This is an optimization exercise on Yosys and OpenROAD, whose aim is small area, a short achievable clock period and few clock cycles, not a production implementation.
The RTL was checked by simulation tests, not by an equivalence proof against the original design.

$ cat flow/constraint.sdc
create_clock -name core_clock -period 4.0 [get_ports {clock}]
set_input_delay 0.8000 -clock core_clock [delete_from_list [all_inputs] [get_ports {clock}]]
set_output_delay 0.8000 -clock core_clock [all_outputs]
set_load 0.01 [all_outputs]
$ cat flow/standard.sh
#!/bin/bash
# synth_recipe.tcl (not shown) runs the flow's synth.tcl, then flattens the netlist and writes it again
# the make line also repeats each setting of config.mk as NAME=value (left out here)
make -C /OpenROAD-flow-scripts/flow DESIGN_CONFIG=/design/flow/config.mk WORK_HOME=/design/flow/orfs CLKGATE_MAP_FILE= SYNTH_SCRIPT=/design/flow/synth_recipe.tcl "${@:-finish}"
$ cat flow/design.v
module SequentialMultiplier(clock, reset, multiplicand, multiplier, product, ready, start);
    parameter N = 32;
    input clock;
    input reset;
    input [N-1:0] multiplicand, multiplier;
    output [2*N-1:0] product;
    output ready;
    input start;
    logic busy;
    logic first, first_n;                
    logic [2:0] count;                   
    logic b0;                            
    logic [34:0] acc_s, acc_c;       
    logic [N-1:0] ph_register;           
    logic [N-1:0] pl_register;           
    logic [3:0] one, two, neg;      
    logic [7:0] pend_s, pend_c;          
    logic pend_ci;                       
    logic pend_x;                        
    wire go = start & ~busy;
    wire accumulate = busy & ~count[2];
    wire resolve = busy & count[2];
    assign ready = ~busy;
    wire [8:0] bb = go ? {multiplier[8:1], 1'b0} : pl_register[15:7];
    wire [3:0] one_d, two_d, neg_d;
    genvar j;
    generate
        for (j = 0; j < 4; j = j + 1) begin : enc
            assign one_d[j] = bb[2*j+1] ^ bb[2*j];
            assign two_d[j] = (bb[2*j+2] & ~bb[2*j+1] & ~bb[2*j]) | (~bb[2*j+2] & bb[2*j+1] & bb[2*j]);
            assign neg_d[j] = bb[2*j+2] & ~(bb[2*j+1] & bb[2*j]);
        end
    endgenerate
    wire [N-1:0] m_register = ph_register;
    wire [34:0] sum_in = first ? {3'b0, m_register & {N{b0}}} : acc_s;
    wire [34:0] carry_in = ~first_n ? {1'b1, 34'b0} : acc_c;
    wire inj41 = ~(count[1] & count[0]);
    wire [N:0] m1 = {1'b0, m_register};
    wire [N:0] m2 = {m_register, 1'b0};
    wire [33:0] row0;
    assign row0[0] = ((one[0] & m1[0]) | (two[0] & m2[0])) ^ neg[0];
    assign row0[1] = ((one[0] & m1[1]) | (two[0] & m2[1])) ^ neg[0];
    assign row0[2] = ((one[0] & m1[2]) | (two[0] & m2[2])) ^ neg[0];
    assign row0[3] = ((one[0] & m1[3]) | (two[0] & m2[3])) ^ neg[0];
    assign row0[4] = ((one[0] & m1[4]) | (two[0] & m2[4])) ^ neg[0];
    assign row0[5] = ((one[0] & m1[5]) | (two[0] & m2[5])) ^ neg[0];
    assign row0[6] = ((one[0] & m1[6]) | (two[0] & m2[6])) ^ neg[0];
    assign row0[7] = ((one[0] & m1[7]) | (two[0] & m2[7])) ^ neg[0];
    assign row0[8] = ((one[0] & m1[8]) | (two[0] & m2[8])) ^ neg[0];
    assign row0[9] = ((one[0] & m1[9]) | (two[0] & m2[9])) ^ neg[0];
    assign row0[10] = ((one[0] & m1[10]) | (two[0] & m2[10])) ^ neg[0];
    assign row0[11] = ((one[0] & m1[11]) | (two[0] & m2[11])) ^ neg[0];
    assign row0[12] = ((one[0] & m1[12]) | (two[0] & m2[12])) ^ neg[0];
    assign row0[13] = ((one[0] & m1[13]) | (two[0] & m2[13])) ^ neg[0];
    assign row0[14] = ((one[0] & m1[14]) | (two[0] & m2[14])) ^ neg[0];
    assign row0[15] = ((one[0] & m1[15]) | (two[0] & m2[15])) ^ neg[0];
    assign row0[16] = ((one[0] & m1[16]) | (two[0] & m2[16])) ^ neg[0];
    assign row0[17] = ((one[0] & m1[17]) | (two[0] & m2[17])) ^ neg[0];
    assign row0[18] = ((one[0] & m1[18]) | (two[0] & m2[18])) ^ neg[0];
    assign row0[19] = ((one[0] & m1[19]) | (two[0] & m2[19])) ^ neg[0];
    assign row0[20] = ((one[0] & m1[20]) | (two[0] & m2[20])) ^ neg[0];
    assign row0[21] = ((one[0] & m1[21]) | (two[0] & m2[21])) ^ neg[0];
    assign row0[22] = ((one[0] & m1[22]) | (two[0] & m2[22])) ^ neg[0];
    assign row0[23] = ((one[0] & m1[23]) | (two[0] & m2[23])) ^ neg[0];
    assign row0[24] = ((one[0] & m1[24]) | (two[0] & m2[24])) ^ neg[0];
    assign row0[25] = ((one[0] & m1[25]) | (two[0] & m2[25])) ^ neg[0];
    assign row0[26] = ((one[0] & m1[26]) | (two[0] & m2[26])) ^ neg[0];
    assign row0[27] = ((one[0] & m1[27]) | (two[0] & m2[27])) ^ neg[0];
    assign row0[28] = ((one[0] & m1[28]) | (two[0] & m2[28])) ^ neg[0];
    assign row0[29] = ((one[0] & m1[29]) | (two[0] & m2[29])) ^ neg[0];
    assign row0[30] = ((one[0] & m1[30]) | (two[0] & m2[30])) ^ neg[0];
    assign row0[31] = ((one[0] & m1[31]) | (two[0] & m2[31])) ^ neg[0];
    assign row0[32] = ((one[0] & m1[32]) | (two[0] & m2[32])) ^ neg[0];
    assign row0[33] = ~neg[0];
    wire [33:0] row1;
    assign row1[0] = ((one[1] & m1[0]) | (two[1] & m2[0])) ^ neg[1];
    assign row1[1] = ((one[1] & m1[1]) | (two[1] & m2[1])) ^ neg[1];
    assign row1[2] = ((one[1] & m1[2]) | (two[1] & m2[2])) ^ neg[1];
    assign row1[3] = ((one[1] & m1[3]) | (two[1] & m2[3])) ^ neg[1];
    assign row1[4] = ((one[1] & m1[4]) | (two[1] & m2[4])) ^ neg[1];
    assign row1[5] = ((one[1] & m1[5]) | (two[1] & m2[5])) ^ neg[1];
    assign row1[6] = ((one[1] & m1[6]) | (two[1] & m2[6])) ^ neg[1];
    assign row1[7] = ((one[1] & m1[7]) | (two[1] & m2[7])) ^ neg[1];
    assign row1[8] = ((one[1] & m1[8]) | (two[1] & m2[8])) ^ neg[1];
    assign row1[9] = ((one[1] & m1[9]) | (two[1] & m2[9])) ^ neg[1];
    assign row1[10] = ((one[1] & m1[10]) | (two[1] & m2[10])) ^ neg[1];
    assign row1[11] = ((one[1] & m1[11]) | (two[1] & m2[11])) ^ neg[1];
    assign row1[12] = ((one[1] & m1[12]) | (two[1] & m2[12])) ^ neg[1];
    assign row1[13] = ((one[1] & m1[13]) | (two[1] & m2[13])) ^ neg[1];
    assign row1[14] = ((one[1] & m1[14]) | (two[1] & m2[14])) ^ neg[1];
    assign row1[15] = ((one[1] & m1[15]) | (two[1] & m2[15])) ^ neg[1];
    assign row1[16] = ((one[1] & m1[16]) | (two[1] & m2[16])) ^ neg[1];
    assign row1[17] = ((one[1] & m1[17]) | (two[1] & m2[17])) ^ neg[1];
    assign row1[18] = ((one[1] & m1[18]) | (two[1] & m2[18])) ^ neg[1];
    assign row1[19] = ((one[1] & m1[19]) | (two[1] & m2[19])) ^ neg[1];
    assign row1[20] = ((one[1] & m1[20]) | (two[1] & m2[20])) ^ neg[1];
    assign row1[21] = ((one[1] & m1[21]) | (two[1] & m2[21])) ^ neg[1];
    assign row1[22] = ((one[1] & m1[22]) | (two[1] & m2[22])) ^ neg[1];
    assign row1[23] = ((one[1] & m1[23]) | (two[1] & m2[23])) ^ neg[1];
    assign row1[24] = ((one[1] & m1[24]) | (two[1] & m2[24])) ^ neg[1];
    assign row1[25] = ((one[1] & m1[25]) | (two[1] & m2[25])) ^ neg[1];
    assign row1[26] = ((one[1] & m1[26]) | (two[1] & m2[26])) ^ neg[1];
    assign row1[27] = ((one[1] & m1[27]) | (two[1] & m2[27])) ^ neg[1];
    assign row1[28] = ((one[1] & m1[28]) | (two[1] & m2[28])) ^ neg[1];
    assign row1[29] = ((one[1] & m1[29]) | (two[1] & m2[29])) ^ neg[1];
    assign row1[30] = ((one[1] & m1[30]) | (two[1] & m2[30])) ^ neg[1];
    assign row1[31] = ((one[1] & m1[31]) | (two[1] & m2[31])) ^ neg[1];
    assign row1[32] = ((one[1] & m1[32]) | (two[1] & m2[32])) ^ neg[1];
    assign row1[33] = ~neg[1];
    wire [33:0] row2;
    assign row2[0] = ((one[2] & m1[0]) | (two[2] & m2[0])) ^ neg[2];
    assign row2[1] = ((one[2] & m1[1]) | (two[2] & m2[1])) ^ neg[2];
    assign row2[2] = ((one[2] & m1[2]) | (two[2] & m2[2])) ^ neg[2];
    assign row2[3] = ((one[2] & m1[3]) | (two[2] & m2[3])) ^ neg[2];
    assign row2[4] = ((one[2] & m1[4]) | (two[2] & m2[4])) ^ neg[2];
    assign row2[5] = ((one[2] & m1[5]) | (two[2] & m2[5])) ^ neg[2];
    assign row2[6] = ((one[2] & m1[6]) | (two[2] & m2[6])) ^ neg[2];
    assign row2[7] = ((one[2] & m1[7]) | (two[2] & m2[7])) ^ neg[2];
    assign row2[8] = ((one[2] & m1[8]) | (two[2] & m2[8])) ^ neg[2];
    assign row2[9] = ((one[2] & m1[9]) | (two[2] & m2[9])) ^ neg[2];
    assign row2[10] = ((one[2] & m1[10]) | (two[2] & m2[10])) ^ neg[2];
    assign row2[11] = ((one[2] & m1[11]) | (two[2] & m2[11])) ^ neg[2];
    assign row2[12] = ((one[2] & m1[12]) | (two[2] & m2[12])) ^ neg[2];
    assign row2[13] = ((one[2] & m1[13]) | (two[2] & m2[13])) ^ neg[2];
    assign row2[14] = ((one[2] & m1[14]) | (two[2] & m2[14])) ^ neg[2];
    assign row2[15] = ((one[2] & m1[15]) | (two[2] & m2[15])) ^ neg[2];
    assign row2[16] = ((one[2] & m1[16]) | (two[2] & m2[16])) ^ neg[2];
    assign row2[17] = ((one[2] & m1[17]) | (two[2] & m2[17])) ^ neg[2];
    assign row2[18] = ((one[2] & m1[18]) | (two[2] & m2[18])) ^ neg[2];
    assign row2[19] = ((one[2] & m1[19]) | (two[2] & m2[19])) ^ neg[2];
    assign row2[20] = ((one[2] & m1[20]) | (two[2] & m2[20])) ^ neg[2];
    assign row2[21] = ((one[2] & m1[21]) | (two[2] & m2[21])) ^ neg[2];
    assign row2[22] = ((one[2] & m1[22]) | (two[2] & m2[22])) ^ neg[2];
    assign row2[23] = ((one[2] & m1[23]) | (two[2] & m2[23])) ^ neg[2];
    assign row2[24] = ((one[2] & m1[24]) | (two[2] & m2[24])) ^ neg[2];
    assign row2[25] = ((one[2] & m1[25]) | (two[2] & m2[25])) ^ neg[2];
    assign row2[26] = ((one[2] & m1[26]) | (two[2] & m2[26])) ^ neg[2];
    assign row2[27] = ((one[2] & m1[27]) | (two[2] & m2[27])) ^ neg[2];
    assign row2[28] = ((one[2] & m1[28]) | (two[2] & m2[28])) ^ neg[2];
    assign row2[29] = ((one[2] & m1[29]) | (two[2] & m2[29])) ^ neg[2];
    assign row2[30] = ((one[2] & m1[30]) | (two[2] & m2[30])) ^ neg[2];
    assign row2[31] = ((one[2] & m1[31]) | (two[2] & m2[31])) ^ neg[2];
    assign row2[32] = ((one[2] & m1[32]) | (two[2] & m2[32])) ^ neg[2];
    assign row2[33] = ~neg[2];
    wire [33:0] row3;
    assign row3[0] = one[3] & m1[0];
    assign row3[1] = ((one[3] & m1[1]) | (two[3] & m2[1])) ^ neg[3];
    assign row3[2] = ((one[3] & m1[2]) | (two[3] & m2[2])) ^ neg[3];
    assign row3[3] = ((one[3] & m1[3]) | (two[3] & m2[3])) ^ neg[3];
    assign row3[4] = ((one[3] & m1[4]) | (two[3] & m2[4])) ^ neg[3];
    assign row3[5] = ((one[3] & m1[5]) | (two[3] & m2[5])) ^ neg[3];
    assign row3[6] = ((one[3] & m1[6]) | (two[3] & m2[6])) ^ neg[3];
    assign row3[7] = ((one[3] & m1[7]) | (two[3] & m2[7])) ^ neg[3];
    assign row3[8] = ((one[3] & m1[8]) | (two[3] & m2[8])) ^ neg[3];
    assign row3[9] = ((one[3] & m1[9]) | (two[3] & m2[9])) ^ neg[3];
    assign row3[10] = ((one[3] & m1[10]) | (two[3] & m2[10])) ^ neg[3];
    assign row3[11] = ((one[3] & m1[11]) | (two[3] & m2[11])) ^ neg[3];
    assign row3[12] = ((one[3] & m1[12]) | (two[3] & m2[12])) ^ neg[3];
    assign row3[13] = ((one[3] & m1[13]) | (two[3] & m2[13])) ^ neg[3];
    assign row3[14] = ((one[3] & m1[14]) | (two[3] & m2[14])) ^ neg[3];
    assign row3[15] = ((one[3] & m1[15]) | (two[3] & m2[15])) ^ neg[3];
    assign row3[16] = ((one[3] & m1[16]) | (two[3] & m2[16])) ^ neg[3];
    assign row3[17] = ((one[3] & m1[17]) | (two[3] & m2[17])) ^ neg[3];
    assign row3[18] = ((one[3] & m1[18]) | (two[3] & m2[18])) ^ neg[3];
    assign row3[19] = ((one[3] & m1[19]) | (two[3] & m2[19])) ^ neg[3];
    assign row3[20] = ((one[3] & m1[20]) | (two[3] & m2[20])) ^ neg[3];
    assign row3[21] = ((one[3] & m1[21]) | (two[3] & m2[21])) ^ neg[3];
    assign row3[22] = ((one[3] & m1[22]) | (two[3] & m2[22])) ^ neg[3];
    assign row3[23] = ((one[3] & m1[23]) | (two[3] & m2[23])) ^ neg[3];
    assign row3[24] = ((one[3] & m1[24]) | (two[3] & m2[24])) ^ neg[3];
    assign row3[25] = ((one[3] & m1[25]) | (two[3] & m2[25])) ^ neg[3];
    assign row3[26] = ((one[3] & m1[26]) | (two[3] & m2[26])) ^ neg[3];
    assign row3[27] = ((one[3] & m1[27]) | (two[3] & m2[27])) ^ neg[3];
    assign row3[28] = ((one[3] & m1[28]) | (two[3] & m2[28])) ^ neg[3];
    assign row3[29] = ((one[3] & m1[29]) | (two[3] & m2[29])) ^ neg[3];
    assign row3[30] = ((one[3] & m1[30]) | (two[3] & m2[30])) ^ neg[3];
    assign row3[31] = ((one[3] & m1[31]) | (two[3] & m2[31])) ^ neg[3];
    assign row3[32] = ((one[3] & m1[32]) | (two[3] & m2[32])) ^ neg[3];
    assign row3[33] = ~neg[3];
    wire hs0, hc0;
    HalfAdder ha0 (carry_in[3], sum_in[3], hs0, hc0);
    wire hs1, hc1;
    HalfAdder ha1 (carry_in[4], sum_in[4], hs1, hc1);
    wire fs0, fc0;
    FullAdder fa0 (carry_in[5], sum_in[5], neg[2], fs0, fc0);
    wire hs2, hc2;
    HalfAdder ha2 (row0[4], row1[2], hs2, hc2);
    wire fs1, fc1;
    FullAdder fa1 (carry_in[6], sum_in[6], row0[5], fs1, fc1);
    wire hs3, hc3;
    HalfAdder ha3 (row1[3], row2[1], hs3, hc3);
    wire fs2, fc2;
    FullAdder fa2 (carry_in[7], sum_in[7], row0[6], fs2, fc2);
    wire fs3, fc3;
    FullAdder fa3 (row1[4], row2[2], row3[0], fs3, fc3);
    wire fs4, fc4;
    FullAdder fa4 (carry_in[8], sum_in[8], row0[7], fs4, fc4);
    wire fs5, fc5;
    FullAdder fa5 (row1[5], row2[3], row3[1], fs5, fc5);
    wire fs6, fc6;
    FullAdder fa6 (carry_in[9], sum_in[9], row0[8], fs6, fc6);
    wire fs7, fc7;
    FullAdder fa7 (row1[6], row2[4], row3[2], fs7, fc7);
    wire fs8, fc8;
    FullAdder fa8 (carry_in[10], sum_in[10], row0[9], fs8, fc8);
    wire fs9, fc9;
    FullAdder fa9 (row1[7], row2[5], row3[3], fs9, fc9);
    wire fs10, fc10;
    FullAdder fa10 (carry_in[11], sum_in[11], row0[10], fs10, fc10);
    wire fs11, fc11;
    FullAdder fa11 (row1[8], row2[6], row3[4], fs11, fc11);
    wire fs12, fc12;
    FullAdder fa12 (carry_in[12], sum_in[12], row0[11], fs12, fc12);
    wire fs13, fc13;
    FullAdder fa13 (row1[9], row2[7], row3[5], fs13, fc13);
    wire fs14, fc14;
    FullAdder fa14 (carry_in[13], sum_in[13], row0[12], fs14, fc14);
    wire fs15, fc15;
    FullAdder fa15 (row1[10], row2[8], row3[6], fs15, fc15);
    wire fs16, fc16;
    FullAdder fa16 (carry_in[14], sum_in[14], row0[13], fs16, fc16);
    wire fs17, fc17;
    FullAdder fa17 (row1[11], row2[9], row3[7], fs17, fc17);
    wire fs18, fc18;
    FullAdder fa18 (carry_in[15], sum_in[15], row0[14], fs18, fc18);
    wire fs19, fc19;
    FullAdder fa19 (row1[12], row2[10], row3[8], fs19, fc19);
    wire fs20, fc20;
    FullAdder fa20 (carry_in[16], sum_in[16], row0[15], fs20, fc20);
    wire fs21, fc21;
    FullAdder fa21 (row1[13], row2[11], row3[9], fs21, fc21);
    wire fs22, fc22;
    FullAdder fa22 (carry_in[17], sum_in[17], row0[16], fs22, fc22);
    wire fs23, fc23;
    FullAdder fa23 (row1[14], row2[12], row3[10], fs23, fc23);
    wire fs24, fc24;
    FullAdder fa24 (carry_in[18], sum_in[18], row0[17], fs24, fc24);
    wire fs25, fc25;
    FullAdder fa25 (row1[15], row2[13], row3[11], fs25, fc25);
    wire fs26, fc26;
    FullAdder fa26 (carry_in[19], sum_in[19], row0[18], fs26, fc26);
    wire fs27, fc27;
    FullAdder fa27 (row1[16], row2[14], row3[12], fs27, fc27);
    wire fs28, fc28;
    FullAdder fa28 (carry_in[20], sum_in[20], row0[19], fs28, fc28);
    wire fs29, fc29;
    FullAdder fa29 (row1[17], row2[15], row3[13], fs29, fc29);
    wire fs30, fc30;
    FullAdder fa30 (carry_in[21], sum_in[21], row0[20], fs30, fc30);
    wire fs31, fc31;
    FullAdder fa31 (row1[18], row2[16], row3[14], fs31, fc31);
    wire fs32, fc32;
    FullAdder fa32 (carry_in[22], sum_in[22], row0[21], fs32, fc32);
    wire fs33, fc33;
    FullAdder fa33 (row1[19], row2[17], row3[15], fs33, fc33);
    wire fs34, fc34;
    FullAdder fa34 (carry_in[23], sum_in[23], row0[22], fs34, fc34);
    wire fs35, fc35;
    FullAdder fa35 (row1[20], row2[18], row3[16], fs35, fc35);
    wire fs36, fc36;
    FullAdder fa36 (carry_in[24], sum_in[24], row0[23], fs36, fc36);
    wire fs37, fc37;
    FullAdder fa37 (row1[21], row2[19], row3[17], fs37, fc37);
    wire fs38, fc38;
    FullAdder fa38 (carry_in[25], sum_in[25], row0[24], fs38, fc38);
    wire fs39, fc39;
    FullAdder fa39 (row1[22], row2[20], row3[18], fs39, fc39);
    wire fs40, fc40;
    FullAdder fa40 (carry_in[26], sum_in[26], row0[25], fs40, fc40);
    wire fs41, fc41;
    FullAdder fa41 (row1[23], row2[21], row3[19], fs41, fc41);
    wire fs42, fc42;
    FullAdder fa42 (carry_in[27], sum_in[27], row0[26], fs42, fc42);
    wire fs43, fc43;
    FullAdder fa43 (row1[24], row2[22], row3[20], fs43, fc43);
    wire fs44, fc44;
    FullAdder fa44 (carry_in[28], sum_in[28], row0[27], fs44, fc44);
    wire fs45, fc45;
    FullAdder fa45 (row1[25], row2[23], row3[21], fs45, fc45);
    wire fs46, fc46;
    FullAdder fa46 (carry_in[29], sum_in[29], row0[28], fs46, fc46);
    wire fs47, fc47;
    FullAdder fa47 (row1[26], row2[24], row3[22], fs47, fc47);
    wire fs48, fc48;
    FullAdder fa48 (carry_in[30], sum_in[30], row0[29], fs48, fc48);
    wire fs49, fc49;
    FullAdder fa49 (row1[27], row2[25], row3[23], fs49, fc49);
    wire fs50, fc50;
    FullAdder fa50 (carry_in[31], sum_in[31], row0[30], fs50, fc50);
    wire fs51, fc51;
    FullAdder fa51 (row1[28], row2[26], row3[24], fs51, fc51);
    wire fs52, fc52;
    FullAdder fa52 (carry_in[32], sum_in[32], row0[31], fs52, fc52);
    wire fs53, fc53;
    FullAdder fa53 (row1[29], row2[27], row3[25], fs53, fc53);
    wire fs54, fc54;
    FullAdder fa54 (carry_in[33], sum_in[33], row0[32], fs54, fc54);
    wire fs55, fc55;
    FullAdder fa55 (row1[30], row2[28], row3[26], fs55, fc55);
    wire fs56, fc56;
    FullAdder fa56 (carry_in[34], sum_in[34], row0[33], fs56, fc56);
    wire fs57, fc57;
    FullAdder fa57 (row1[31], row2[29], row3[27], fs57, fc57);
    wire fs58 = ~(row1[32] ^ row2[30]);
    wire fc58 = row1[32] | row2[30];
    wire hs4, hc4;
    HalfAdder ha4 (carry_in[1], sum_in[1], hs4, hc4);
    wire hs5, hc5;
    HalfAdder ha5 (carry_in[2], sum_in[2], hs5, hc5);
    wire fs59, fc59;
    FullAdder fa59 (hs0, neg[1], row0[2], fs59, fc59);
    wire fs60, fc60;
    FullAdder fa60 (hc0, hs1, row0[3], fs60, fc60);
    wire fs61, fc61;
    FullAdder fa61 (hc1, row2[0], fs0, fs61, fc61);
    wire fs62, fc62;
    FullAdder fa62 (fc0, hc2, hs3, fs62, fc62);
    wire fs63, fc63;
    FullAdder fa63 (hc3, fc1, fs2, fs63, fc63);
    wire fs64, fc64;
    FullAdder fa64 (fc2, fc3, fs4, fs64, fc64);
    wire fs65, fc65;
    FullAdder fa65 (fc4, fc5, fs6, fs65, fc65);
    wire fs66, fc66;
    FullAdder fa66 (fc6, fc7, fs8, fs66, fc66);
    wire fs67, fc67;
    FullAdder fa67 (fc8, fc9, fs10, fs67, fc67);
    wire fs68, fc68;
    FullAdder fa68 (fc10, fc11, fs12, fs68, fc68);
    wire fs69, fc69;
    FullAdder fa69 (fc12, fc13, fs14, fs69, fc69);
    wire fs70, fc70;
    FullAdder fa70 (fc14, fc15, fs16, fs70, fc70);
    wire fs71, fc71;
    FullAdder fa71 (fc16, fc17, fs18, fs71, fc71);
    wire fs72, fc72;
    FullAdder fa72 (fc18, fc19, fs20, fs72, fc72);
    wire fs73, fc73;
    FullAdder fa73 (fc20, fc21, fs22, fs73, fc73);
    wire fs74, fc74;
    FullAdder fa74 (fc22, fc23, fs24, fs74, fc74);
    wire fs75, fc75;
    FullAdder fa75 (fc24, fc25, fs26, fs75, fc75);
    wire fs76, fc76;
    FullAdder fa76 (fc26, fc27, fs28, fs76, fc76);
    wire fs77, fc77;
    FullAdder fa77 (fc28, fc29, fs30, fs77, fc77);
    wire fs78, fc78;
    FullAdder fa78 (fc30, fc31, fs32, fs78, fc78);
    wire fs79, fc79;
    FullAdder fa79 (fc32, fc33, fs34, fs79, fc79);
    wire fs80, fc80;
    FullAdder fa80 (fc34, fc35, fs36, fs80, fc80);
    wire fs81, fc81;
    FullAdder fa81 (fc36, fc37, fs38, fs81, fc81);
    wire fs82, fc82;
    FullAdder fa82 (fc38, fc39, fs40, fs82, fc82);
    wire fs83, fc83;
    FullAdder fa83 (fc40, fc41, fs42, fs83, fc83);
    wire fs84, fc84;
    FullAdder fa84 (fc42, fc43, fs44, fs84, fc84);
    wire fs85, fc85;
    FullAdder fa85 (fc44, fc45, fs46, fs85, fc85);
    wire fs86, fc86;
    FullAdder fa86 (fc46, fc47, fs48, fs86, fc86);
    wire fs87, fc87;
    FullAdder fa87 (fc48, fc49, fs50, fs87, fc87);
    wire fs88, fc88;
    FullAdder fa88 (fc50, fc51, fs52, fs88, fc88);
    wire fs89, fc89;
    FullAdder fa89 (fc52, fc53, fs54, fs89, fc89);
    wire fs90, fc90;
    FullAdder fa90 (fc54, fc55, fs56, fs90, fc90);
    wire fs91, fc91;
    FullAdder fa91 (row3[28], fc56, fc57, fs91, fc91);
    wire fs92, fc92;
    FullAdder fa92 (row1[33], row2[31], row3[29], fs92, fc92);
    wire hs6 = ~row2[32];
    wire hc6 = row2[32];
    wire hs7, hc7;
    HalfAdder ha7 (carry_in[0], pend_x, hs7, hc7);
    wire fs93, fc93;
    FullAdder fa93 (hs4, neg[0], row0[0], fs93, fc93);
    wire fs94, fc94;
    FullAdder fa94 (hc4, hs5, row0[1], fs94, fc94);
    wire fs95, fc95;
    FullAdder fa95 (hc5, row1[0], fs59, fs95, fc95);
    wire fs96, fc96;
    FullAdder fa96 (row1[1], fc59, fs60, fs96, fc96);
    wire fs97, fc97;
    FullAdder fa97 (hs2, fc60, fs61, fs97, fc97);
    wire fs98, fc98;
    FullAdder fa98 (fs1, fc61, fs62, fs98, fc98);
    wire fs99, fc99;
    FullAdder fa99 (fs3, fc62, fs63, fs99, fc99);
    wire fs100, fc100;
    FullAdder fa100 (fs5, fc63, fs64, fs100, fc100);
    wire fs101, fc101;
    FullAdder fa101 (fs7, fc64, fs65, fs101, fc101);
    wire fs102, fc102;
    FullAdder fa102 (fs9, fc65, fs66, fs102, fc102);
    wire fs103, fc103;
    FullAdder fa103 (fs11, fc66, fs67, fs103, fc103);
    wire fs104, fc104;
    FullAdder fa104 (fs13, fc67, fs68, fs104, fc104);
    wire fs105, fc105;
    FullAdder fa105 (fs15, fc68, fs69, fs105, fc105);
    wire fs106, fc106;
    FullAdder fa106 (fs17, fc69, fs70, fs106, fc106);
    wire fs107, fc107;
    FullAdder fa107 (fs19, fc70, fs71, fs107, fc107);
    wire fs108, fc108;
    FullAdder fa108 (fs21, fc71, fs72, fs108, fc108);
    wire fs109, fc109;
    FullAdder fa109 (fs23, fc72, fs73, fs109, fc109);
    wire fs110, fc110;
    FullAdder fa110 (fs25, fc73, fs74, fs110, fc110);
    wire fs111, fc111;
    FullAdder fa111 (fs27, fc74, fs75, fs111, fc111);
    wire fs112, fc112;
    FullAdder fa112 (fs29, fc75, fs76, fs112, fc112);
    wire fs113, fc113;
    FullAdder fa113 (fs31, fc76, fs77, fs113, fc113);
    wire fs114, fc114;
    FullAdder fa114 (fs33, fc77, fs78, fs114, fc114);
    wire fs115, fc115;
    FullAdder fa115 (fs35, fc78, fs79, fs115, fc115);
    wire fs116, fc116;
    FullAdder fa116 (fs37, fc79, fs80, fs116, fc116);
    wire fs117, fc117;
    FullAdder fa117 (fs39, fc80, fs81, fs117, fc117);
    wire fs118, fc118;
    FullAdder fa118 (fs41, fc81, fs82, fs118, fc118);
    wire fs119, fc119;
    FullAdder fa119 (fs43, fc82, fs83, fs119, fc119);
    wire fs120, fc120;
    FullAdder fa120 (fs45, fc83, fs84, fs120, fc120);
    wire fs121, fc121;
    FullAdder fa121 (fs47, fc84, fs85, fs121, fc121);
    wire fs122, fc122;
    FullAdder fa122 (fs49, fc85, fs86, fs122, fc122);
    wire fs123, fc123;
    FullAdder fa123 (fs51, fc86, fs87, fs123, fc123);
    wire fs124, fc124;
    FullAdder fa124 (fs53, fc87, fs88, fs124, fc124);
    wire fs125, fc125;
    FullAdder fa125 (fs55, fc88, fs89, fs125, fc125);
    wire fs126, fc126;
    FullAdder fa126 (fs57, fc89, fs90, fs126, fc126);
    wire fs127, fc127;
    FullAdder fa127 (fs58, fc90, fs91, fs127, fc127);
    wire fs128, fc128;
    FullAdder fa128 (fc58, fs92, fc91, fs128, fc128);
    wire fs129, fc129;
    FullAdder fa129 (row3[30], hs6, fc92, fs129, fc129);
    wire fs130, fc130;
    FullAdder fa130 (row2[33], row3[31], hc6, fs130, fc130);
    wire hs8 = ~row3[32];
    wire hc8 = row3[32];
    wire [42:0] tx = {1'b0, inj41, row3[33], hs8, fs130, fs129, fc127, fc126, fc125, fc124, fc123, fc122, fc121, fc120, fc119, fc118, fc117, fc116, fc115, fc114, fc113, fc112, fc111, fc110, fc109, fc108, fc107, fc106, fc105, fc104, fc103, fc102, fc101, fc100, fc99, fc98, fc97, fc96, fc95, fc94, fc93, hc7, sum_in[0]};
    wire [42:0] ty = {1'b0, 1'b0, hc8, fc130, fc129, fc128, fs128, fs127, fs126, fs125, fs124, fs123, fs122, fs121, fs120, fs119, fs118, fs117, fs116, fs115, fs114, fs113, fs112, fs111, fs110, fs109, fs108, fs107, fs106, fs105, fs104, fs103, fs102, fs101, fs100, fs99, fs98, fs97, fs96, fs95, fs94, fs93, hs7};
    wire [39:0] fsum;
    wire low_ci;
    FinalAdder final_add ({acc_s[N-1:0], pend_s}, {acc_c[N-1:0], pend_c}, pend_ci, fsum, low_ci);
    wire [7:0] low = fsum[7:0];
    wire [N-1:0] hi = fsum[39:8];
    assign product = {ph_register, pl_register};
    always_ff @(posedge clock) begin
        if (go)
            b0 <= multiplier[0];
        one <= one_d;
        two <= two_d;
        neg <= neg_d;
        pend_s <= tx[7:0];
        pend_c <= ty[7:0];
        pend_x <= ~go & neg[3] & ~(one[3] & m_register[0]);
        pend_ci <= ~first & low_ci;
        acc_s <= tx[42:8];
        acc_c <= ty[42:8];
        if (go | resolve)
            ph_register <= resolve ? hi : multiplicand;
        if (go)
            pl_register <= {1'b0, multiplier[N-1:1]};
        else if (busy)
            pl_register <= {low, pl_register[N-1:8]};
    end
    always_ff @(posedge clock or posedge reset) begin
        if (reset) begin
            first <= 1'b0;
            first_n <= 1'b1;
        end else begin
            first <= go;
            first_n <= ~go;
        end
    end
    always_ff @(posedge clock or posedge reset) begin
        if (reset) begin
            busy <= 1'b0;
            count <= '0;
        end else if (go) begin
            busy <= 1'b1;
            count <= '0;
        end else if (busy) begin
            count <= count + 1'b1;
            if (count == 3'd4)
                busy <= 1'b0;
        end
    end
endmodule
module FinalAdder(input [39:0] x, input [39:0] y, input ci,
                  output [39:0] sum, output c8);
    wire p0, g0;
    HalfAdder pg0 (x[0], y[0], p0, g0);
    wire p1, g1;
    HalfAdder pg1 (x[1], y[1], p1, g1);
    wire p2, g2;
    HalfAdder pg2 (x[2], y[2], p2, g2);
    wire p3, g3;
    HalfAdder pg3 (x[3], y[3], p3, g3);
    wire p4, g4;
    HalfAdder pg4 (x[4], y[4], p4, g4);
    wire p5, g5;
    HalfAdder pg5 (x[5], y[5], p5, g5);
    wire p6, g6;
    HalfAdder pg6 (x[6], y[6], p6, g6);
    wire p7, g7;
    HalfAdder pg7 (x[7], y[7], p7, g7);
    wire p8, g8;
    HalfAdder pg8 (x[8], y[8], p8, g8);
    wire p9, g9;
    HalfAdder pg9 (x[9], y[9], p9, g9);
    wire p10, g10;
    HalfAdder pg10 (x[10], y[10], p10, g10);
    wire p11, g11;
    HalfAdder pg11 (x[11], y[11], p11, g11);
    wire p12, g12;
    HalfAdder pg12 (x[12], y[12], p12, g12);
    wire p13, g13;
    HalfAdder pg13 (x[13], y[13], p13, g13);
    wire p14, g14;
    HalfAdder pg14 (x[14], y[14], p14, g14);
    wire p15, g15;
    HalfAdder pg15 (x[15], y[15], p15, g15);
    wire p16, g16;
    HalfAdder pg16 (x[16], y[16], p16, g16);
    wire p17, g17;
    HalfAdder pg17 (x[17], y[17], p17, g17);
    wire p18, g18;
    HalfAdder pg18 (x[18], y[18], p18, g18);
    wire p19, g19;
    HalfAdder pg19 (x[19], y[19], p19, g19);
    wire p20, g20;
    HalfAdder pg20 (x[20], y[20], p20, g20);
    wire p21, g21;
    HalfAdder pg21 (x[21], y[21], p21, g21);
    wire p22, g22;
    HalfAdder pg22 (x[22], y[22], p22, g22);
    wire p23, g23;
    HalfAdder pg23 (x[23], y[23], p23, g23);
    wire p24, g24;
    HalfAdder pg24 (x[24], y[24], p24, g24);
    wire p25, g25;
    HalfAdder pg25 (x[25], y[25], p25, g25);
    wire p26, g26;
    HalfAdder pg26 (x[26], y[26], p26, g26);
    wire p27, g27;
    HalfAdder pg27 (x[27], y[27], p27, g27);
    wire p28, g28;
    HalfAdder pg28 (x[28], y[28], p28, g28);
    wire p29, g29;
    HalfAdder pg29 (x[29], y[29], p29, g29);
    wire p30, g30;
    HalfAdder pg30 (x[30], y[30], p30, g30);
    wire p31, g31;
    HalfAdder pg31 (x[31], y[31], p31, g31);
    wire p32, g32;
    HalfAdder pg32 (x[32], y[32], p32, g32);
    wire p33, g33;
    HalfAdder pg33 (x[33], y[33], p33, g33);
    wire p34, g34;
    HalfAdder pg34 (x[34], y[34], p34, g34);
    wire p35, g35;
    HalfAdder pg35 (x[35], y[35], p35, g35);
    wire p36, g36;
    HalfAdder pg36 (x[36], y[36], p36, g36);
    wire p37, g37;
    HalfAdder pg37 (x[37], y[37], p37, g37);
    wire p38, g38;
    HalfAdder pg38 (x[38], y[38], p38, g38);
    wire p39, g39;
    HalfAdder pg39 (x[39], y[39], p39, g39);
    wire G0;
    AndOr go0 (p0, ci, g0, G0);
    wire G1;
    AndOr go1 (p2, g1, g2, G1);
    wire P1;
    And2 po1 (p2, p1, P1);
    wire G2;
    AndOr go2 (p4, g3, g4, G2);
    wire P2;
    And2 po2 (p4, p3, P2);
    wire G3;
    AndOr go3 (p6, g5, g6, G3);
    wire P3;
    And2 po3 (p6, p5, P3);
    wire G4;
    AndOr go4 (p8, g7, g8, G4);
    wire P4;
    And2 po4 (p8, p7, P4);
    wire G5;
    AndOr go5 (p10, g9, g10, G5);
    wire P5;
    And2 po5 (p10, p9, P5);
    wire G6;
    AndOr go6 (p12, g11, g12, G6);
    wire P6;
    And2 po6 (p12, p11, P6);
    wire G7;
    AndOr go7 (p14, g13, g14, G7);
    wire P7;
    And2 po7 (p14, p13, P7);
    wire G8;
    AndOr go8 (p16, g15, g16, G8);
    wire P8;
    And2 po8 (p16, p15, P8);
    wire G9;
    AndOr go9 (p18, g17, g18, G9);
    wire P9;
    And2 po9 (p18, p17, P9);
    wire G10;
    AndOr go10 (p20, g19, g20, G10);
    wire P10;
    And2 po10 (p20, p19, P10);
    wire G11;
    AndOr go11 (p22, g21, g22, G11);
    wire P11;
    And2 po11 (p22, p21, P11);
    wire G12;
    AndOr go12 (p24, g23, g24, G12);
    wire P12;
    And2 po12 (p24, p23, P12);
    wire G13;
    AndOr go13 (p26, g25, g26, G13);
    wire P13;
    And2 po13 (p26, p25, P13);
    wire G14;
    AndOr go14 (p28, g27, g28, G14);
    wire P14;
    And2 po14 (p28, p27, P14);
    wire G15;
    AndOr go15 (p30, g29, g30, G15);
    wire P15;
    And2 po15 (p30, p29, P15);
    wire G16;
    AndOr go16 (p32, g31, g32, G16);
    wire P16;
    And2 po16 (p32, p31, P16);
    wire G17;
    AndOr go17 (p34, g33, g34, G17);
    wire P17;
    And2 po17 (p34, p33, P17);
    wire G18;
    AndOr go18 (p36, g35, g36, G18);
    wire P18;
    And2 po18 (p36, p35, P18);
    wire G19;
    AndOr go19 (p38, g37, g38, G19);
    wire P19;
    And2 po19 (p38, p37, P19);
    wire G20;
    AndOr go20 (P1, G0, G1, G20);
    wire G21;
    AndOr go21 (P2, G1, G2, G21);
    wire P21;
    And2 po21 (P2, P1, P21);
    wire G22;
    AndOr go22 (P3, G2, G3, G22);
    wire P22;
    And2 po22 (P3, P2, P22);
    wire G23;
    AndOr go23 (P4, G3, G4, G23);
    wire P23;
    And2 po23 (P4, P3, P23);
    wire G24;
    AndOr go24 (P5, G4, G5, G24);
    wire P24;
    And2 po24 (P5, P4, P24);
    wire G25;
    AndOr go25 (P6, G5, G6, G25);
    wire P25;
    And2 po25 (P6, P5, P25);
    wire G26;
    AndOr go26 (P7, G6, G7, G26);
    wire P26;
    And2 po26 (P7, P6, P26);
    wire G27;
    AndOr go27 (P8, G7, G8, G27);
    wire P27;
    And2 po27 (P8, P7, P27);
    wire G28;
    AndOr go28 (P9, G8, G9, G28);
    wire P28;
    And2 po28 (P9, P8, P28);
    wire G29;
    AndOr go29 (P10, G9, G10, G29);
    wire P29;
    And2 po29 (P10, P9, P29);
    wire G30;
    AndOr go30 (P11, G10, G11, G30);
    wire P30;
    And2 po30 (P11, P10, P30);
    wire G31;
    AndOr go31 (P12, G11, G12, G31);
    wire P31;
    And2 po31 (P12, P11, P31);
    wire G32;
    AndOr go32 (P13, G12, G13, G32);
    wire P32;
    And2 po32 (P13, P12, P32);
    wire G33;
    AndOr go33 (P14, G13, G14, G33);
    wire P33;
    And2 po33 (P14, P13, P33);
    wire G34;
    AndOr go34 (P15, G14, G15, G34);
    wire P34;
    And2 po34 (P15, P14, P34);
    wire G35;
    AndOr go35 (P16, G15, G16, G35);
    wire P35;
    And2 po35 (P16, P15, P35);
    wire G36;
    AndOr go36 (P17, G16, G17, G36);
    wire P36;
    And2 po36 (P17, P16, P36);
    wire G37;
    AndOr go37 (P18, G17, G18, G37);
    wire P37;
    And2 po37 (P18, P17, P37);
    wire G38;
    AndOr go38 (P19, G18, G19, G38);
    wire P38;
    And2 po38 (P19, P18, P38);
    wire G39;
    AndOr go39 (P21, G0, G21, G39);
    wire G40;
    AndOr go40 (P22, G20, G22, G40);
    wire G41;
    AndOr go41 (P23, G21, G23, G41);
    wire P41;
    And2 po41 (P23, P21, P41);
    wire G42;
    AndOr go42 (P24, G22, G24, G42);
    wire P42;
    And2 po42 (P24, P22, P42);
    wire G43;
    AndOr go43 (P25, G23, G25, G43);
    wire P43;
    And2 po43 (P25, P23, P43);
    wire G44;
    AndOr go44 (P26, G24, G26, G44);
    wire P44;
    And2 po44 (P26, P24, P44);
    wire G45;
    AndOr go45 (P27, G25, G27, G45);
    wire P45;
    And2 po45 (P27, P25, P45);
    wire G46;
    AndOr go46 (P28, G26, G28, G46);
    wire P46;
    And2 po46 (P28, P26, P46);
    wire G47;
    AndOr go47 (P29, G27, G29, G47);
    wire P47;
    And2 po47 (P29, P27, P47);
    wire G48;
    AndOr go48 (P30, G28, G30, G48);
    wire P48;
    And2 po48 (P30, P28, P48);
    wire G49;
    AndOr go49 (P31, G29, G31, G49);
    wire P49;
    And2 po49 (P31, P29, P49);
    wire G50;
    AndOr go50 (P32, G30, G32, G50);
    wire P50;
    And2 po50 (P32, P30, P50);
    wire G51;
    AndOr go51 (P33, G31, G33, G51);
    wire P51;
    And2 po51 (P33, P31, P51);
    wire G52;
    AndOr go52 (P34, G32, G34, G52);
    wire P52;
    And2 po52 (P34, P32, P52);
    wire G53;
    AndOr go53 (P35, G33, G35, G53);
    wire P53;
    And2 po53 (P35, P33, P53);
    wire G54;
    AndOr go54 (P36, G34, G36, G54);
    wire P54;
    And2 po54 (P36, P34, P54);
    wire G55;
    AndOr go55 (P37, G35, G37, G55);
    wire P55;
    And2 po55 (P37, P35, P55);
    wire G56;
    AndOr go56 (P38, G36, G38, G56);
    wire P56;
    And2 po56 (P38, P36, P56);
    wire G57;
    AndOr go57 (P41, G0, G41, G57);
    wire G58;
    AndOr go58 (P42, G20, G42, G58);
    wire G59;
    AndOr go59 (P43, G39, G43, G59);
    wire G60;
    AndOr go60 (P44, G40, G44, G60);
    wire G61;
    AndOr go61 (P45, G41, G45, G61);
    wire P61;
    And2 po61 (P45, P41, P61);
    wire G62;
    AndOr go62 (P46, G42, G46, G62);
    wire P62;
    And2 po62 (P46, P42, P62);
    wire G63;
    AndOr go63 (P47, G43, G47, G63);
    wire P63;
    And2 po63 (P47, P43, P63);
    wire G64;
    AndOr go64 (P48, G44, G48, G64);
    wire P64;
    And2 po64 (P48, P44, P64);
    wire G65;
    AndOr go65 (P49, G45, G49, G65);
    wire P65;
    And2 po65 (P49, P45, P65);
    wire G66;
    AndOr go66 (P50, G46, G50, G66);
    wire P66;
    And2 po66 (P50, P46, P66);
    wire G67;
    AndOr go67 (P51, G47, G51, G67);
    wire P67;
    And2 po67 (P51, P47, P67);
    wire G68;
    AndOr go68 (P52, G48, G52, G68);
    wire P68;
    And2 po68 (P52, P48, P68);
    wire G69;
    AndOr go69 (P53, G49, G53, G69);
    wire P69;
    And2 po69 (P53, P49, P69);
    wire G70;
    AndOr go70 (P54, G50, G54, G70);
    wire P70;
    And2 po70 (P54, P50, P70);
    wire G71;
    AndOr go71 (P55, G51, G55, G71);
    wire P71;
    And2 po71 (P55, P51, P71);
    wire G72;
    AndOr go72 (P56, G52, G56, G72);
    wire P72;
    And2 po72 (P56, P52, P72);
    wire G73;
    AndOr go73 (P61, G0, G61, G73);
    wire G74;
    AndOr go74 (P62, G20, G62, G74);
    wire G75;
    AndOr go75 (P63, G39, G63, G75);
    wire G76;
    AndOr go76 (P64, G40, G64, G76);
    wire G77;
    AndOr go77 (P65, G57, G65, G77);
    wire G78;
    AndOr go78 (P66, G58, G66, G78);
    wire G79;
    AndOr go79 (P67, G59, G67, G79);
    wire G80;
    AndOr go80 (P68, G60, G68, G80);
    wire G81;
    AndOr go81 (P69, G61, G69, G81);
    wire P81;
    And2 po81 (P69, P61, P81);
    wire G82;
    AndOr go82 (P70, G62, G70, G82);
    wire P82;
    And2 po82 (P70, P62, P82);
    wire G83;
    AndOr go83 (P71, G63, G71, G83);
    wire P83;
    And2 po83 (P71, P63, P83);
    wire G84;
    AndOr go84 (P72, G64, G72, G84);
    wire P84;
    And2 po84 (P72, P64, P84);
    wire G85;
    AndOr go85 (P81, G0, G81, G85);
    wire G86;
    AndOr go86 (P82, G20, G82, G86);
    wire G87;
    AndOr go87 (P83, G39, G83, G87);
    wire G88;
    AndOr go88 (P84, G40, G84, G88);
    wire G89;
    AndOr go89 (p1, G0, g1, G89);
    wire G90;
    AndOr go90 (p3, G20, g3, G90);
    wire G91;
    AndOr go91 (p5, G39, g5, G91);
    wire G92;
    AndOr go92 (p7, G40, g7, G92);
    wire G93;
    AndOr go93 (p9, G57, g9, G93);
    wire G94;
    AndOr go94 (p11, G58, g11, G94);
    wire G95;
    AndOr go95 (p13, G59, g13, G95);
    wire G96;
    AndOr go96 (p15, G60, g15, G96);
    wire G97;
    AndOr go97 (p17, G73, g17, G97);
    wire G98;
    AndOr go98 (p19, G74, g19, G98);
    wire G99;
    AndOr go99 (p21, G75, g21, G99);
    wire G100;
    AndOr go100 (p23, G76, g23, G100);
    wire G101;
    AndOr go101 (p25, G77, g25, G101);
    wire G102;
    AndOr go102 (p27, G78, g27, G102);
    wire G103;
    AndOr go103 (p29, G79, g29, G103);
    wire G104;
    AndOr go104 (p31, G80, g31, G104);
    wire G105;
    AndOr go105 (p33, G85, g33, G105);
    wire G106;
    AndOr go106 (p35, G86, g35, G106);
    wire G107;
    AndOr go107 (p37, G87, g37, G107);
    wire G108;
    AndOr go108 (p39, G88, g39, G108);
    Xor2 sx0 (p0, ci, sum[0]);
    Xor2 sx1 (p1, G0, sum[1]);
    Xor2 sx2 (p2, G89, sum[2]);
    Xor2 sx3 (p3, G20, sum[3]);
    Xor2 sx4 (p4, G90, sum[4]);
    Xor2 sx5 (p5, G39, sum[5]);
    Xor2 sx6 (p6, G91, sum[6]);
    Xor2 sx7 (p7, G40, sum[7]);
    Xor2 sx8 (p8, G92, sum[8]);
    Xor2 sx9 (p9, G57, sum[9]);
    Xor2 sx10 (p10, G93, sum[10]);
    Xor2 sx11 (p11, G58, sum[11]);
    Xor2 sx12 (p12, G94, sum[12]);
    Xor2 sx13 (p13, G59, sum[13]);
    Xor2 sx14 (p14, G95, sum[14]);
    Xor2 sx15 (p15, G60, sum[15]);
    Xor2 sx16 (p16, G96, sum[16]);
    Xor2 sx17 (p17, G73, sum[17]);
    Xor2 sx18 (p18, G97, sum[18]);
    Xor2 sx19 (p19, G74, sum[19]);
    Xor2 sx20 (p20, G98, sum[20]);
    Xor2 sx21 (p21, G75, sum[21]);
    Xor2 sx22 (p22, G99, sum[22]);
    Xor2 sx23 (p23, G76, sum[23]);
    Xor2 sx24 (p24, G100, sum[24]);
    Xor2 sx25 (p25, G77, sum[25]);
    Xor2 sx26 (p26, G101, sum[26]);
    Xor2 sx27 (p27, G78, sum[27]);
    Xor2 sx28 (p28, G102, sum[28]);
    Xor2 sx29 (p29, G79, sum[29]);
    Xor2 sx30 (p30, G103, sum[30]);
    Xor2 sx31 (p31, G80, sum[31]);
    Xor2 sx32 (p32, G104, sum[32]);
    Xor2 sx33 (p33, G85, sum[33]);
    Xor2 sx34 (p34, G105, sum[34]);
    Xor2 sx35 (p35, G86, sum[35]);
    Xor2 sx36 (p36, G106, sum[36]);
    Xor2 sx37 (p37, G87, sum[37]);
    Xor2 sx38 (p38, G107, sum[38]);
    Xor2 sx39 (p39, G88, sum[39]);
    assign c8 = G92;
endmodule
module AndOr(input a, input b, input c, output y);
    assign y = (a & b) | c;
endmodule
module And2(input a, input b, output y);
    assign y = a & b;
endmodule
module Xor2(input a, input b, output y);
    assign y = a ^ b;
endmodule
module FullAdder(input a, input b, input c, output s, output co);
    assign s = a ^ b ^ c;
    assign co = (a & b) | (a & c) | (b & c);
endmodule
module HalfAdder(input a, input b, output s, output co);
    assign s = a ^ b;
    assign co = a & b;
endmodule
$ cat flow/config.mk
export PLATFORM = sky130hd
export DESIGN_NAME = SequentialMultiplier
export DESIGN_NICKNAME = SequentialMultiplier
export VERILOG_FILES = /design/flow/design.v
export SDC_FILE = /design/flow/constraint.sdc
export NUM_CORES = 4
export LEC_CHECK = 0
export CAP_MARGIN = 20
export CORE_MARGIN = 2
export CORE_UTILIZATION = 40
export CTS_BUF_LIST = sky130_fd_sc_hd__clkbuf_8 sky130_fd_sc_hd__clkbuf_16
export SETUP_SLACK_MARGIN = 1.3
export SLEW_MARGIN = 20
export SYNTH_HIERARCHICAL = 1
$ cat flow/flow/run.sh
#!/bin/bash
# Standard layout (the standard.sh, unchanged synthesis and steps), with
# the port buffers made from sky130_fd_sc_hd__buf_1 instead of the flow's
# default pick. Every tool's output goes to standard.log here.
set -euo pipefail
export BUFFER_PORTS_ARGS="-buffer_cell sky130_fd_sc_hd__buf_1"
bash standard.sh > standard.log 2>&1
==> results.py, run 1 <==
metrics = {
    "clock_tree": {
        "clockBufferDepth": 2,
        "clock_sinks": 168,
        "path_clk_slew_ns": 0.08,
        "cts-root-buf": "clkbuf_16",
        "htreeDepth": 4,
        "clock_latency_ns": 0.45,
        "hold_buffers": 0,
        "cts_buffers": 17,
        "cts_tree": "built",
    },
    "setup_path": {
        "critical_path_arrival_ns": 2.84,
        "cp-end-kind": "flop",
        "cp_max_fo": 3,
        "worstPathCellList": "ha_1 -> and2_1 -> and2_1 -> and2_1 -> a21o_1 -> a21o_1 -> a21o_4 -> a21o_1 -> xor2_1 -> mux2_2",
        "rrSetupSlack_ns": 1.36,
        "cp-start-kind": "flop",
        "regToRegEndpoint": "ph_register[28]$_DFFE_PP_",
        "max_stage_delay_ns": 0.35,
        "r2r-start": "acc_c[10]$_DFF_P_",
        "r2r_cells": 10,
        "cp_data_required_time_ns": 4.20,
        "crit_type": "reg -> reg",
        "crit_slowest_cell": "dfxtp_2",
    },
    "logic_synthesis": {
        "synthAdderAreaFrac_pct": 24.4,
        "synth_top_cells_by_area": "fa_1, dfxtp_1, edfxtp_1, xnor2_1, a22oi_1",
        "yosysMostFrequentCell": "nand2_1",
        "synth_compound_area_share_pct": 15.8,
        "synthArstFlopShare_pct": 3.57,
        "synth-simple-area-share_pct": 9.73,
        "synth_seq_area_share_pct": 30.4,
        "synth_top_family_by_area": "adder cells",
        "synth_mux_area_share_pct": 2.83,
        "synth.ff_latch_count": 168,
        "synth-xor-area-share_pct": 11.7,
        "yosys.area.top_type": "fa_1",
        "synthCells": 1263,
        "synth_edf_count": 64,
        "ys_types": 40,
        "synthTopCellsByCount": "nand2_1, xnor2_1, fa_1",
        "yosys.area.top_type_share_pct": 19.6,
        "synthFlopType": "dfxtp_1",
        "syn_area_per_cell_um2": 10.5,
        "ys_warn_count": 7,
        "synth_area_um2": 13300,
    },
    "timing": {
        "finalSetupTns_ns": 0,
        "finalCritPeriodShare_pct": 66.0,
        "hold_ws_ns": 0.231,
        "relSlewSlack_pct": 63.1,
        "grt_setup_unrepaired": "yes",
        "fin_crit_ns": 2.64,
        "finalMaxSlewViolations": 0,
        "worst_clock_skew_ns": 0.0149,
        "finalHoldViolCount": 0,
        "worst_pin_slew_ns": 0.554,
        "setup_violations": 0,
        "fmax_mhz": 379,
    },
    "global_route": {
        "grt_pass1_wl_mm": 58.3,
        "grt_pass1_vias": 10200,
        "overflow": 0,
        "grt_usage_pct": 22.5,
        "grt_max_degree": 49,
        "antenna_found_initial": 1,
    },
    "route": {
        "drtAntennaViolNets": 0,
        "route.detailed.drc": 0,
        "wl_per_cell_um": 20.6,
        "via_per_inst": 5.42,
        "drtIter0Drc": 911,
        "drt-pass1-iter-count": 5,
        "vias": 9717,
        "routed_wl_mm": 36.9,
    },
    "floorplanning": {
        "initial_core_util_pct": 40.7,
        "die_x_um": 186,
        "die_y_um": 186,
        "num_rows": 66,
        "die_area_um2": 34700,
        "ios": 132,
        "core_um2": 32600,
    },
    "run_status": {
        "status": "no timing/DRC/antenna violations",
    },
    "place": {
        "dp_hpwl_mm": 26.7,
        "port_buffers": 131,
        "gp_congestion": 0.827,
        "dp_cells": 1757,
    },
    "layout": {
        "fin_util_pct": 45.7,
        "drive_gt1_share_pct": 9.92,
        "syn2layout_area_growth_pct": 12.4,
        "finalNetCount": 1586,
        "layout.cells.non_filler": 1793,
        "antennaDiodeCount": 0,
    },
    "hold_path": {
        "min_path_type": "in -> async",
    },
    "run": {
        "cap_viol_max_count": 0,
    },
}
final cells by class:
type                            count  area [um2]
Fill cell                        3095       17700
Timing Repair Buffer              154         757
Tap cell                          442         553
Sequential cell                   168        4070
Inverter                           49         184
Clock inverter                     14         159
Clock buffer                       18         439
Multi-Input combinational cell    948        8760
modules after synthesis, one instance, submodules excluded, a selection:
module / times used / area [um2] / flops+latches
SequentialMultiplier: 1 / 8490 / 168
And2: 69 / 6.26 / 0
AndOr: 108 / 7.51 / 0
FullAdder: 130 / 20.0 / 0
Xor2: 40 / 8.76 / 0
HalfAdder: 47 / 12.5 / 0
sequential cells by signal, indices dropped and copies added (netlist names), 3 cells and up:
register,count
count,3
pend_s,8
pl_register,32
acc_s,34
two,4
acc_c,33
ph_register,32
neg,4
one,4
pend_c,8
layer usage:
metal | up-vias | routed length [um] | global-route usage [%]
li1 | 4419 | - | -
met4 | 2 | 993 | 7.72
met5 | - | 11 | 0
met2 | 409 | 17300 | 35.7
met3 | 62 | 2610 | 5.10
met1 | 4825 | 16000 | 30.5
worst max-delay path by stage:
stage                      start                        end  slack, ns  cells past startpoint
3_3_place_gp      one[2]$_DFF_P_          acc_c[24]$_DFF_P_       1.12                      6
2_1_floorplan    first$_DFF_PP0_           acc_c[2]$_DFF_P_       1.44                      9
3_5_place_dp        b0$_DFFE_PP_          acc_c[17]$_DFF_P_       1.01                      7
5_1_grt        pend_s[0]$_DFF_P_  ph_register[24]$_DFFE_PP_       1.27                      9
4_1_cts        pend_s[0]$_DFF_P_  ph_register[24]$_DFFE_PP_       1.31                      9
6_report       acc_c[10]$_DFF_P_  ph_register[28]$_DFFE_PP_       1.36                     10
placed cells by master (no fill, tap or decap), types with 38 or more instances in the layout:
master,n
nand2_1,137
and2_1,97
a21o_1,103
fa_1,128
xnor2_1,134
buf_1,131
edfxtp_1,64
inv_1,49
xor2_1,43
ha_1,42
a22oi_1,124
o21ai_0,38
dfxtp_1,83
cell families (layout without fill, tap and decap cells):
family                     Yosys count  in the layout
adders and majority gates          181            181
buffers and inverters              148            235
muxes                               33             33
and+or+nand+nor                    259            259
DFF                                168            168
AOI/OAI and AO/OA                  296            296
xor gates and xnor gates           177            177
other                                1              2
stage by stage:
| stage | cell area [um2] | setup WS (ns) |
|---|---|---|
| finish | 14900 | 1.36 |
| global route | 14900 | 1.27 |
| CTS | 14700 | 1.31 |
| detailed placement | 14000 | 1.01 |
| global placement | 14000 | 1.12 |
| floorplan | 13300 | 1.44 |
worst max-delay path: cells and delay by family (launching register included):
kind	cells	cell delay, ns
flip-flops	1	0.35
XOR/XNOR	1	0.16
adder cells (fa/ha/maj)	1	0.34
AO/OA/AOI/OAI	4	0.75
AND/OR/NAND/NOR	3	0.56
multiplexers	1	0.26
timing repair:
item | CTS | global route
pin swaps | 0 | 6
gates cloned | 0 | 0
resized for setup | 11 | 50
setup buffers | 0 | 4
setup endpoints to repair | 61 | 33
Testbench counts, summed over its fixed seeds: cycles 28,808.
==> run 2, diff against run 1 <==
--- a/flow/config.mk
+++ b/flow/config.mk
@@ -5,10 +5,10 @@
 export SDC_FILE = /design/flow/constraint.sdc
 export NUM_CORES = 4
 export LEC_CHECK = 0
+export ABC_AREA = 1
 export CAP_MARGIN = 20
 export CORE_MARGIN = 2
 export CORE_UTILIZATION = 40
-export CTS_BUF_LIST = sky130_fd_sc_hd__clkbuf_8 sky130_fd_sc_hd__clkbuf_16
 export SETUP_SLACK_MARGIN = 1.3
 export SLEW_MARGIN = 20
 export SYNTH_HIERARCHICAL = 1
==> run 2 against run 1 <==
Net effect:
- count of clock-buffer cells in the layout decreased by 1
- flip-flop and latch count did not move
- synthesized area up 7.8%
- core utilization is 0.23 points higher
- register-to-register slack better by 0.02 ns
- synthesized cell count rose by 53%
- global-route usage grew 0.21 points
==> results.py, run 2 <==
metrics = {
    "setup_path": {
        "crit_type": "reg -> reg",
        "cp-end-kind": "flop",
        "cp_max_fo": 15,
        "rrSetupSlack_ns": 1.38,
        "critical_path_arrival_ns": 2.95,
        "cp-start-kind": "flop",
        "cp_data_required_time_ns": 4.32,
    },
    "logic_synthesis": {
        "synth_edf_count": 64,
        "synth_area_um2": 14300,
        "yosys.area.top_type": "nand2_1",
        "synth_seq_area_share_pct": 28.2,
        "synth_top_cells_by_area": "nand2_1, fa_1, dfxtp_1, edfxtp_1, inv_1",
        "synthArstFlopShare_pct": 3.57,
        "synthTopCellsByCount": "nand2_1, inv_1, xor2_1",
        "synthCells": 1929,
        "ys_types": 29,
        "synthFlopType": "dfxtp_1",
        "yosysMostFrequentCell": "nand2_1",
        "ys_warn_count": 7,
        "yosys.area.top_type_share_pct": 20.3,
        "syn_area_per_cell_um2": 7.42,
        "synth.ff_latch_count": 168,
    },
    "layout": {
        "final_cell_mix": "nand2_1, inv_1, xor2_1, buf_1, fa_1",
        "drive_gt1_share_pct": 6.08,
        "antennaDiodeCount": 0,
        "syn2layout_area_growth_pct": 13.7,
        "final_common_cell": "nand2_1",
        "multiInputGateArea_um2": 8410,
        "top_regs": "acc_s x34, acc_c x33",
        "register_area_um2": 4060,
        "largest_reg_flops": 34,
        "largest_register": "acc_s",
        "stdcell_area_um2": 16300,
        "fin_util_pct": 46.0,
        "fill_cells": 3624,
        "finalNetCount": 2324,
    },
    "clock_tree": {
        "htreeDepth": 4,
        "cts_buffers": 17,
        "cts_tree": "built",
        "clockBufferDepth": 2,
        "cts-root-buf": "clkbuf_16",
        "hold_buffers": 0,
        "clock_sinks": 168,
        "clock_latency_ns": 0.46,
        "path_clk_slew_ns": 0.08,
    },
    "route": {
        "drt-pass1-iter-count": 6,
        "vias": 12100,
        "drtIter0Drc": 1143,
        "wl_per_cell_um": 16.1,
        "route.detailed.drc": 0,
        "routed_wl_mm": 41.0,
        "drtAntennaViolNets": 0,
        "via_per_inst": 4.76,
    },
    "global_route": {
        "grt_usage_pct": 22.7,
        "grt_pass1_vias": 11700,
        "busiest_layer": "met2",
        "grt_max_degree": 41,
        "grt_pass1_wl_mm": 63.9,
        "use_met2_pct": 36.1,
        "overflow": 0,
        "grt_use_met1_pct": 31.0,
        "use_met3_pct": 4.63,
        "antenna_found_initial": 0,
    },
    "timing": {
        "setup_violations": 0,
        "relSlewSlack_pct": 47.0,
        "fmax_mhz": 382,
        "grt_setup_unrepaired": "yes",
        "worst_clock_skew_ns": 0.0207,
        "fin_crit_ns": 2.62,
        "finalSetupTns_ns": 0,
        "finalHoldViolCount": 0,
        "hold_ws_ns": 0.256,
        "setup_slack_ns": 1.38,
        "worst_pin_slew_ns": 0.794,
        "finalCritPeriodShare_pct": 65.5,
        "finalMaxSlewViolations": 0,
    },
    "place": {
        "preCtsSetupSlack_ns": 1.05,
        "gp_congestion": 0.883,
        "port_buffers": 131,
        "dp_hpwl_mm": 30.4,
        "place_area_um2": 15200,
    },
    "floorplanning": {
        "initial_core_util_pct": 40.4,
        "die_y_um": 193,
        "core_um2": 35400,
        "ios": 132,
        "die_area_um2": 37300,
        "die_x_um": 193,
        "num_rows": 69,
    },
    "run": {
        "cap_viol_max_count": 0,
    },
    "run_status": {
        "status": "no timing/DRC/antenna violations",
    },
    "hold_path": {
        "min_path_type": "in -> async",
    },
}
## run 2: stage by stage
stage | std cells
CTS | 2512
detailed placement | 2477
global placement | 2477
floorplan | 1930
finish | 2550
global route | 2550
## run 2: per-layer routing
| metal | part of all wire, % | routed length (um) |
|---|---|---|
| met1 | 45 | 18500 |
| met2 | 45 | 18400 |
| met3 | 6.9 | 2820 |
| met4 | 3.0 | 1240 |
| met5 | 0 | 0 |
## run 2: area by class of cell
| type | count | share of cell area (%) |
|---|---|---|
| clock buffer | 17 | 2.61 |
| timing repair buffer | 195 | 6.86 |
| inverter | 398 | 9.27 |
| tap | 461 | 3.54 |
| sequential | 168 | 24.9 |
| multi-input combinational | 1296 | 51.7 |
| clock inverter | 15 | 1.09 |
## run 2: per-module statistics from Yosys (local to each module, per instance), a selection
| module | cells inside | times used |
|---|---|---|
| And2 | 2 | 69 |
| AndOr | 3 | 108 |
| FullAdder | 1 | 130 |
| HalfAdder | 1 | 47 |
| SequentialMultiplier | 1090 | 1 |
| Xor2 | 5 | 40 |
## run 2: worst max-delay path, stage by stage, from the launching register on
cell and delay [ns]:
dfxtp_2 0.37, clkinvlp_4 0.19, buf_12 0.21, o21ai_0 0.19, xor2_1 0.14, fa_1 0.44
fa_1 0.54, fa_1 0.42
## run 2: cell families (layout without fill, tap and decap cells)
| group | count (synthesis) | after routing | synth area share, % |
|---|---|---|---|
| other | 1 | 2 | 0.0262 |
| DFF | 168 | 168 | 28.2 |
| buffers and inverters | 466 | 625 | 13.2 |
| xor gates and xnor gates | 131 | 131 | 8.02 |
| and+or+nand+nor | 819 | 819 | 21.9 |
| AOI/OAI and AO/OA | 163 | 163 | 5.99 |
| adders and majority gates | 181 | 181 | 22.6 |
## run 2: path summary, 6_finish.rpt
check	start	endpoint	cells past startpoint
max	one[3]$_DFF_P_	acc_c[19]$_DFF_P_	7
min	reset	count[1]$_DFFE_PP0P_	2
max reg2reg	one[3]$_DFF_P_	acc_c[19]$_DFF_P_	7
min reg2reg	pend_x$_DFF_P_	pend_c[0]$_DFF_P_	1
max in group asynchronous	reset	first_n$_DFF_PP1_	2
min in group core_clock	pend_x$_DFF_P_	pend_c[0]$_DFF_P_	1
## run 2: what timing repair did
| item | 4_1_cts | 5_1_grt |
|---|---|---|
| endpoints found under the setup margin | 65 | 46 |
| buffers inserted | 3 | 38 |
| resized for setup | 17 | 44 |
| pin swaps | 0 | 1 |

[afterwards: timing with drivers on the ports]
In the flow no input, the clock included, has a driving cell. The finished layouts below were timed again as built, in two steps.
Step 1 assumes that a clkbuf_16 drives the clock port and a buf_2 every other input.
Step 2, shift: input delay + t, output delay - t, t = (earliest + latest rising clock arrival at the registers) / 2. This alone moves slack from input paths to output paths.
a / b / c = ideal ports / drivers / drivers and shift; a / b = the first two.
run | t (ns) | setup WS [ns] | worst setup path at the end | worst data-port slew with drivers (ns) | cell pins on the clock port's net
run 1 | 0.493 | 1.362 / 1.362 / 1.362 | register to register | 0.04 | 1
run 2 | 0.498 | 1.379 / 1.379 / 1.379 | register to register | 0.04 | 1
After both steps setup and hold are still met in every run listed.
